Background: an optimization exercise with open tools, aiming at small area. Do not read the settings as production practice.
Function was checked by simulation only, so behaviour that the tests miss may differ from the original.
No driver is modelled on the clock port, so clocking that relies on it looks cheaper here than on a real chip.
Power and IR drop assume default switching activity.

==> flow/design.v (excerpt) <==
module uart_top (
    input  wire iClk, iRst,
    input  wire iRx,
    output wire oTx
  );
  localparam BIT = 1085;                       
  localparam [10:0] TERM = 11'b11001011101;    
  function [10:0] lfsr_next(input [10:0] s);
    lfsr_next = {s[9:0], s[10] ^ s[8]};
  endfunction
  function [10:0] lfsr_before(input integer k);
    integer i;
    reg [10:0] s;
    begin
      s = TERM;
      for (i = 0; i < k; i = i + 1)
        s = {s[0] ^ s[9], s[10:1]};
      lfsr_before = s;
    end
  endfunction
  localparam [10:0] L_IDLE = lfsr_before(BIT + 271);              
  localparam [10:0] L_BIT  = lfsr_before(BIT - 1);
  localparam [10:0] L_TXST = lfsr_before(BIT + 2);                
  localparam [10:0] L_RXST = lfsr_before((BIT - 272) + BIT);      
  localparam [10:0] L_RXLS = lfsr_before((BIT - 272) + BIT + 3);  
  wire wRx;
  uart_rx UART_RX_INST (.iClk(iClk), .iRxSerial(iRx), .oRxSync(wRx));
  reg        rTx;       
  reg [3:0]  rPh;       
  reg [10:0] rCnt;      
  reg [3:0]  rFrm;      
  reg [4:0]  rDistA;    
  reg [1:0]  rDistB;    
  reg [95:0] rRing;
  reg        rHold;     
  reg        rOut;      
  wire wTerm  = (rCnt == TERM);
  ...
==> module uart_top, before the edit <==
module uart_top (
    input  wire iClk, iRst,
    input  wire iRx,
    output wire oTx
  );
  localparam BIT = 1085;                       
  localparam [10:0] TERM = 11'b11001011101;    
  function [10:0] lfsr_next(input [10:0] s);
    lfsr_next = {s[9:0], s[10] ^ s[8]};
  endfunction
  function [10:0] lfsr_before(input integer k);
    integer i;
    reg [10:0] s;
    begin
      s = TERM;
      for (i = 0; i < k; i = i + 1)
        s = {s[0] ^ s[9], s[10:1]};
      lfsr_before = s;
    end
  endfunction
  localparam [10:0] L_IDLE = lfsr_before(BIT + 271);              
  localparam [10:0] L_BIT  = lfsr_before(BIT - 1);
  localparam [10:0] L_TXST = lfsr_before(BIT + 2);                
  localparam [10:0] L_RXST = lfsr_before((BIT - 272) + BIT);      
  localparam [10:0] L_RXLS = lfsr_before((BIT - 272) + BIT + 3);  
  wire wRx;
  uart_rx UART_RX_INST (.iClk(iClk), .iRxSerial(iRx), .oRxSync(wRx));
  reg        rTx;       
  reg [3:0]  rPh;       
  reg [10:0] rCnt;      
  reg [3:0]  rFrm;      
  reg [4:0]  rDistA;    
  reg [1:0]  rDistB;    
  reg [95:0] rRing;
  reg        rHold;     
  reg        rOut;      
  wire wTerm  = (rCnt == TERM);
  wire wPh0   = (rPh == 0);
  wire wPh9   = (rPh == 9);
  wire wPh8   = (rPh == 8);
  wire wData  = ~wPh0 & ~wPh9;
  wire wIdle  = ~rTx & wPh0;
  wire wBump  = wTerm & wData;                
  wire wMatch = ~|rDistA & ~|rDistB;
  wire wLast  = (rFrm == 11);
  reg [10:0] wLoad;
  always @(*) begin
    if (wIdle)
      wLoad = L_IDLE;
    else if (wPh8)
      wLoad = rTx ? L_TXST : wLast ? L_RXLS : L_RXST;
    else
      wLoad = L_BIT;
  end
  always @(posedge iClk) begin
    if (wIdle | wTerm)
      rCnt <= wLoad;
    else
      rCnt <= lfsr_next(rCnt);
  end
  always @(posedge iClk) begin
    if (iRst) begin
      rTx  <= 1'b0;
      rPh  <= 4'd0;
      rFrm <= 4'd0;
    end else if (wIdle ? ~wRx : wTerm) begin
      rPh <= wPh9 ? 4'd0 : rPh + 4'd1;
      if (wPh9) begin
        rFrm <= wLast ? 4'd0 : rFrm + 4'd1;
        if (wLast)
          rTx <= ~rTx;
      end
    end
  end
  always @(posedge iClk) begin
    if (iRst) begin
      rDistA <= 5'd0;
      rDistB <= 2'd0;
    end else if (!wBump) begin
      rDistA <= {rDistA[3:0], rDistA[4] ^ rDistA[2] ^ ~|rDistA[3:0]};
      rDistB <= {rDistB[0], ~|rDistB};
    end
  end
  always @(posedge iClk) begin
    rRing <= {(~rTx & wMatch) ? rHold : rRing[0], rRing[95:1]};
  end
  always @(posedge iClk) begin
    if (~rTx) begin
      if (wBump)
        rHold <= wRx;                         
    end else if (wMatch) begin
      rHold <= wData ? rRing[2] : rRing[1];
    end
  end
  always @(posedge iClk) begin
    if (wTerm)
      rOut <= rHold;
  end
  uart_tx UART_TX_INST (.iTxMode(rTx), .iStart(wPh0), .iStop(wPh9),
                        .iBit(rOut), .oTxSerial(oTx));
endmodule
==> flow/config.mk <==
export PLATFORM = sky130hd
export DESIGN_NAME = uart_top
export DESIGN_NICKNAME = uart_top
export VERILOG_FILES = /design/flow/design.v
export SDC_FILE = /design/flow/constraint.sdc
export NUM_CORES = 4
export LEC_CHECK = 0
export CAP_MARGIN = 20
export CORE_MARGIN = 2
export CORE_UTILIZATION = 70
export SLEW_MARGIN = 20
==> flow/constraint.sdc <==
create_clock -name core_clock -period 8.0 [get_ports {iClk}]
set_input_delay 1.6000 -clock core_clock [delete_from_list [all_inputs] [get_ports {iClk}]]
set_output_delay 1.6000 -clock core_clock [all_outputs]
set_load 0.01 [all_outputs]
standard.sh (not shown) runs the stock make flow with config.mk's settings and CLKGATE_MAP_FILE= SYNTH_SCRIPT=/design/flow/synth_recipe.tcl, a recipe that flattens the netlist after the stock synthesis.
==> flow/flow/run.sh <==
#!/bin/bash
# Standard ORFS layout, with clock tree synthesis told not to add dummy
# loads (cells that only balance the tree) and to use clkbuf_4 buffers,
# and with the smallest buffer on the ports.
set -euo pipefail
bash standard.sh \
  "CTS_ARGS=-sink_clustering_enable -repair_clock_nets -dont_use_dummy_load -buf_list sky130_fd_sc_hd__clkbuf_4" \
  "BUFFER_PORTS_ARGS=-buffer_cell sky130_fd_sc_hd__buf_1" \
  finish > standard.log 2>&1
Then changed:
==> flow/design.v (replaced) <==
`timescale 1ns / 1ps
module uart_tx (
    input  wire iTxMode,    
    input  wire iStart,     
    input  wire iStop,      
    input  wire iBit,       
    output wire oTxSerial
  );
  assign oTxSerial = ~iTxMode | (~iStart & (iStop | iBit));
endmodule
`timescale 1ns / 1ps
module uart_rx (
    input  wire iClk,
    input  wire iRxSerial,
    output wire oRxSync
  );
  reg rRx1, rRx2;
  always @(posedge iClk) begin
    rRx1 <= iRxSerial;
    rRx2 <= rRx1;
  end
  assign oRxSync = rRx2;
endmodule
`timescale 1ns / 1ps
module uart_top (
    input  wire iClk, iRst,
    input  wire iRx,
    output wire oTx
  );
  localparam BIT = 1085;                  
  localparam [10:0] TERM = 11'b11001011101;   
  function [10:0] lfsr_next(input [10:0] s);
    lfsr_next = {s[9:0], s[10] ^ s[8]};
  endfunction
  function [10:0] lfsr_before(input integer k);
    integer i;
    reg [10:0] s;
    begin
      s = TERM;
      for (i = 0; i < k; i = i + 1)
        s = {s[0] ^ s[9], s[10:1]};
      lfsr_before = s;
    end
  endfunction
  localparam [10:0] L_IDLE = lfsr_before(BIT + 271);              
  localparam [10:0] L_BIT  = lfsr_before(BIT - 1);
  localparam [10:0] L_TXST = lfsr_before(BIT + 2);                
  localparam [10:0] L_RXST = lfsr_before((BIT - 272) + BIT);      
  localparam [10:0] L_RXLS = lfsr_before((BIT - 272) + BIT + 3);  
  wire wRx;
  uart_rx UART_RX_INST (.iClk(iClk), .iRxSerial(iRx), .oRxSync(wRx));
  reg        rTx;       
  reg [3:0]  rFrm;      
  reg [3:0]  rPh;       
  reg [10:0] rCnt;      
  reg [95:0] rBuf;
  wire wTerm = (rCnt == TERM);
  wire wPh0  = (rPh == 0);
  wire wPh9  = (rPh == 9);
  wire wPh8  = (rPh == 8);
  wire wIdle = ~rTx & wPh0;
  wire wLast = (rFrm == 11);
  wire wShift = wTerm & ~wPh0 & ~wPh9;
  reg [10:0] wLoad;
  always @(*) begin
    if (wIdle)
      wLoad = L_IDLE;
    else if (wPh8)
      wLoad = rTx ? L_TXST : wLast ? L_RXLS : L_RXST;
    else
      wLoad = L_BIT;
  end
  always @(posedge iClk) begin
    if (wShift)
      rBuf <= {wRx, rBuf[95:1]};
  end
  always @(posedge iClk) begin
    if (wIdle | wTerm)
      rCnt <= wLoad;
    else
      rCnt <= lfsr_next(rCnt);
  end
  always @(posedge iClk) begin
    if (iRst) begin
      rTx  <= 1'b0;
      rFrm <= 4'd0;
      rPh  <= 4'd0;
    end else if (wIdle ? ~wRx : wTerm) begin
      rPh <= wPh9 ? 4'd0 : rPh + 4'd1;
      if (wPh9) begin
        rFrm <= wLast ? 4'd0 : rFrm + 4'd1;
        if (wLast)
          rTx <= ~rTx;
      end
    end
  end
  uart_tx UART_TX_INST (.iTxMode(rTx), .iStart(wPh0), .iStop(wPh9),
                        .iBit(rBuf[0]), .oTxSerial(oTx));
endmodule
Routed wire length grows by about 10%.
Global-route usage went down by 1.6 points.
Worst setup slack got worse by 13 ps.
Power went down by about 2.4%.
Die area increases by 14%.
Via count rises by about 0.7%.
Synthesized cell count fell by about 17%.
Final area increases by 17%.
Fmax fell by about 0.4%.
Final cell count shrinks by about 6%.
Count of clock-buffer cells in the layout is unchanged.
Core utilization is higher by 0.37 points.

---

Another version of the RTL of uart_top (not shown whole).
==> module uart_top, before the edit <==
module uart_top (
    input  wire iClk, iRst,
    input  wire iRx,
    output wire oTx
  );
  localparam BIT = 1085;                       
  localparam [10:0] TERM = 11'b00101110111;    
  function [10:0] lfsr_next(input [10:0] s);
    lfsr_next = {s[9:0], s[10] ^ s[8]};
  endfunction
  function [10:0] lfsr_before(input integer k);
    integer i;
    reg [10:0] s;
    begin
      s = TERM;
      for (i = 0; i < k; i = i + 1)
        s = {s[0] ^ s[9], s[10:1]};
      lfsr_before = s;
    end
  endfunction
  localparam [10:0] L_IDLE = lfsr_before(BIT + 271);              
  localparam [10:0] L_BIT  = lfsr_before(BIT - 1);
  localparam [10:0] L_TXST = lfsr_before(BIT + 2);                
  localparam [10:0] L_RXST = lfsr_before((BIT - 272) + BIT);      
  localparam [10:0] L_RXLS = lfsr_before((BIT - 272) + BIT + 3);  
  wire wRx;
  uart_rx UART_RX_INST (.iClk(iClk), .iRxSerial(iRx), .oRxSync(wRx));
  reg        rTx;       
  reg [3:0]  rPh;       
  reg [10:0] rCnt;      
  reg [3:0]  rFrm;      
  reg [4:0]  rDistA;    
  reg [1:0]  rDistB;    
  reg [95:0] rRing;
  reg        rHold;     
  reg        rOut;      
  wire wTerm  = (rCnt == TERM);
  wire wData  = |rPh[2:0];
  wire wPh0   = ~rPh[3] & ~wData;
  wire wPh9   = rPh[3] & ~wData;
  wire wPh8   = rPh[2] & ~rPh[1] & ~rPh[0];
  wire wIdle  = ~rTx & wPh0;
  wire wBump  = wTerm & wData;                
  wire wMatch = ~|rDistA & ~|rDistB;
  wire wLast  = (rFrm == 4'b1010);
  reg [10:0] wLoad;
  always @(*) begin
    if (wIdle)
      wLoad = L_IDLE;
    else if (wPh8)
      wLoad = rTx ? L_TXST : wLast ? L_RXLS : L_RXST;
    else
      wLoad = L_BIT;
  end
  always @(posedge iClk) begin
    if (wIdle | wTerm)
      rCnt <= wLoad;
    else
      rCnt <= lfsr_next(rCnt);
  end
  always @(posedge iClk) begin
    if (iRst) begin
      rTx  <= 1'b0;
      rPh  <= 4'd0;
      rFrm <= 4'd0;
    end else if (wIdle ? ~wRx : wTerm) begin
      rPh <= {rPh[2:0], (rPh[0] | ~rPh[2]) ^ rPh[3]};
      if (wPh9) begin
        rFrm <= {rFrm[2], ~rFrm[3], rFrm[0], ~|rFrm[1:0]};
        if (wLast)
          rTx <= ~rTx;
      end
    end
  end
  always @(posedge iClk) begin
    if (iRst) begin
      rDistA <= 5'd0;
      rDistB <= 2'd0;
    end else if (!wBump) begin
      rDistA <= {rDistA[3:0], rDistA[4] ^ rDistA[2] ^ ~|rDistA[3:0]};
      rDistB <= {rDistB[0], ~|rDistB};
    end
  end
  always @(posedge iClk) begin
    rRing <= {(~rTx & wMatch) ? rHold : rRing[0], rRing[95:1]};
  end
  always @(posedge iClk) begin
    if (~rTx) begin
      if (wBump)
        rHold <= wRx;                         
    end else if (wMatch) begin
      rHold <= wData ? rRing[2] : rRing[1];
    end
  end
  always @(posedge iClk) begin
    if (wTerm)
      rOut <= rHold;
  end
  uart_tx UART_TX_INST (.iTxMode(rTx), .iStart(wPh0), .iStop(wPh9),
                        .iBit(rOut), .oTxSerial(oTx));
endmodule
Settings: LEC_CHECK=0, CAP_MARGIN=20, CORE_MARGIN=2, CORE_UTILIZATION=70, SLEW_MARGIN=20; clock period 8.0 ns.
==> flow/flow/run.sh <==
#!/bin/bash
# Standard ORFS layout, with:
#  - synthesis as standard, except that ABC maps the logic for area
#    (flow/abc_area.script in place of ORFS's abc_speed.script; the
#    registers are mapped before ABC runs, so they are the standard ones);
#  - clock tree synthesis told not to add dummy loads (cells that only
#    balance the tree) and to use clkbuf_4 buffers;
#  - the smallest buffer on the ports;
#  - before clock tree synthesis, every logic cell swapped for the smallest
#    cell of its family, then slew, capacitance and timing repaired
#    (flow/downsize.tcl);
#  - power recovery at global routing, which downsizes cells off the
#    critical paths.
set -euo pipefail
here=$(pwd)
rm -rf "$here/scripts_area"
cp -r "$FLOW_HOME/scripts" "$here/scripts_area"
cp "$here/flow/abc_area.script" "$here/scripts_area/abc_speed.script"
bash standard.sh "SCRIPTS_DIR=$here/scripts_area" synth > synth.log 2>&1
bash standard.sh \
  "CTS_ARGS=-sink_clustering_enable -repair_clock_nets -dont_use_dummy_load -buf_list sky130_fd_sc_hd__clkbuf_4" \
  "BUFFER_PORTS_ARGS=-buffer_cell sky130_fd_sc_hd__buf_1" \
  "PRE_CTS_TCL=$here/flow/downsize.tcl" \
  RECOVER_POWER=100 \
  finish > standard.log 2>&1
Other scripts of this flow, unchanged in this note and not shown: flow/flow/abc_area.script, flow/flow/downsize.tcl
Change:
--- a/flow/design.v
+++ b/flow/design.v
@@ -95,16 +95,13 @@
           rTx <= ~rTx;
       end
     end
   end
   always @(posedge iClk) begin
-    if (iRst) begin
-      rDistA <= 5'd0;
-      rDistB <= 2'd0;
-    end else if (!wBump) begin
-      rDistA <= {rDistA[3:0], rDistA[4] ^ rDistA[2] ^ ~|rDistA[3:0]};
-      rDistB <= {rDistB[0], ~|rDistB};
+    if (iRst | ~wBump) begin
+      rDistA <= {rDistA[3:0], rDistA[4] ^ rDistA[2] ^ ~|rDistA[3:0]} & {5{~iRst}};
+      rDistB <= {rDistB[0], ~|rDistB} & {2{~iRst}};
     end
   end
   always @(posedge iClk) begin
     rRing <= {(~rTx & wMatch) ? rHold : rRing[0], rRing[95:1]};
   end
After rerunning: Design area rises by 1.2%; setup slack loses 72 ps; routed wire length falls by 3.6%; count of clock-buffer cells in the layout is unchanged; non-clock buffer count stays the same; clock power rises by about 2%; combinational power falls by about 5%; critical path depth does not change; power stays flat.

[port drivers added, routing unchanged]
Ports are ideal in the flow. The routed layouts listed here were re-timed in OpenROAD.
Step 1 assumes that a clkbuf_16 drives the clock port and a buf_2 every other input.
Step 2 times the ports against the registers' clock, not the clock port: input delays grow and output delays shrink by t, the midpoint of the rising clock arrivals with the driver on.
Three values: ideal ports, drivers, drivers and shift; two values: the first two.
| run | shift t [ns] | slack for setup (ns) | hold WS [ns] | latest minus earliest clock arrival (ns) |
|---|---|---|---|---|
| the first run of note 1 | 0.487 | 4.754 / 4.727 / 5.214 | 0.307 / 0.307 / 0.307 | 0.041 / 0.040 |
| the second run of note 1 | 0.494 | 4.742 / 4.714 / 5.208 | 0.361 / 0.361 / 0.361 | 0.030 / 0.030 |
| the first run of note 2 | 0.478 | 4.654 / 4.629 / 5.107 | 0.317 / 0.317 / 0.317 | 0.032 / 0.032 |
| the second run of note 2 | 0.487 | 4.581 / 4.558 / 5.045 | 0.316 / 0.316 / 0.316 | 0.037 / 0.038 |
After both steps setup and hold are still met in every run listed.
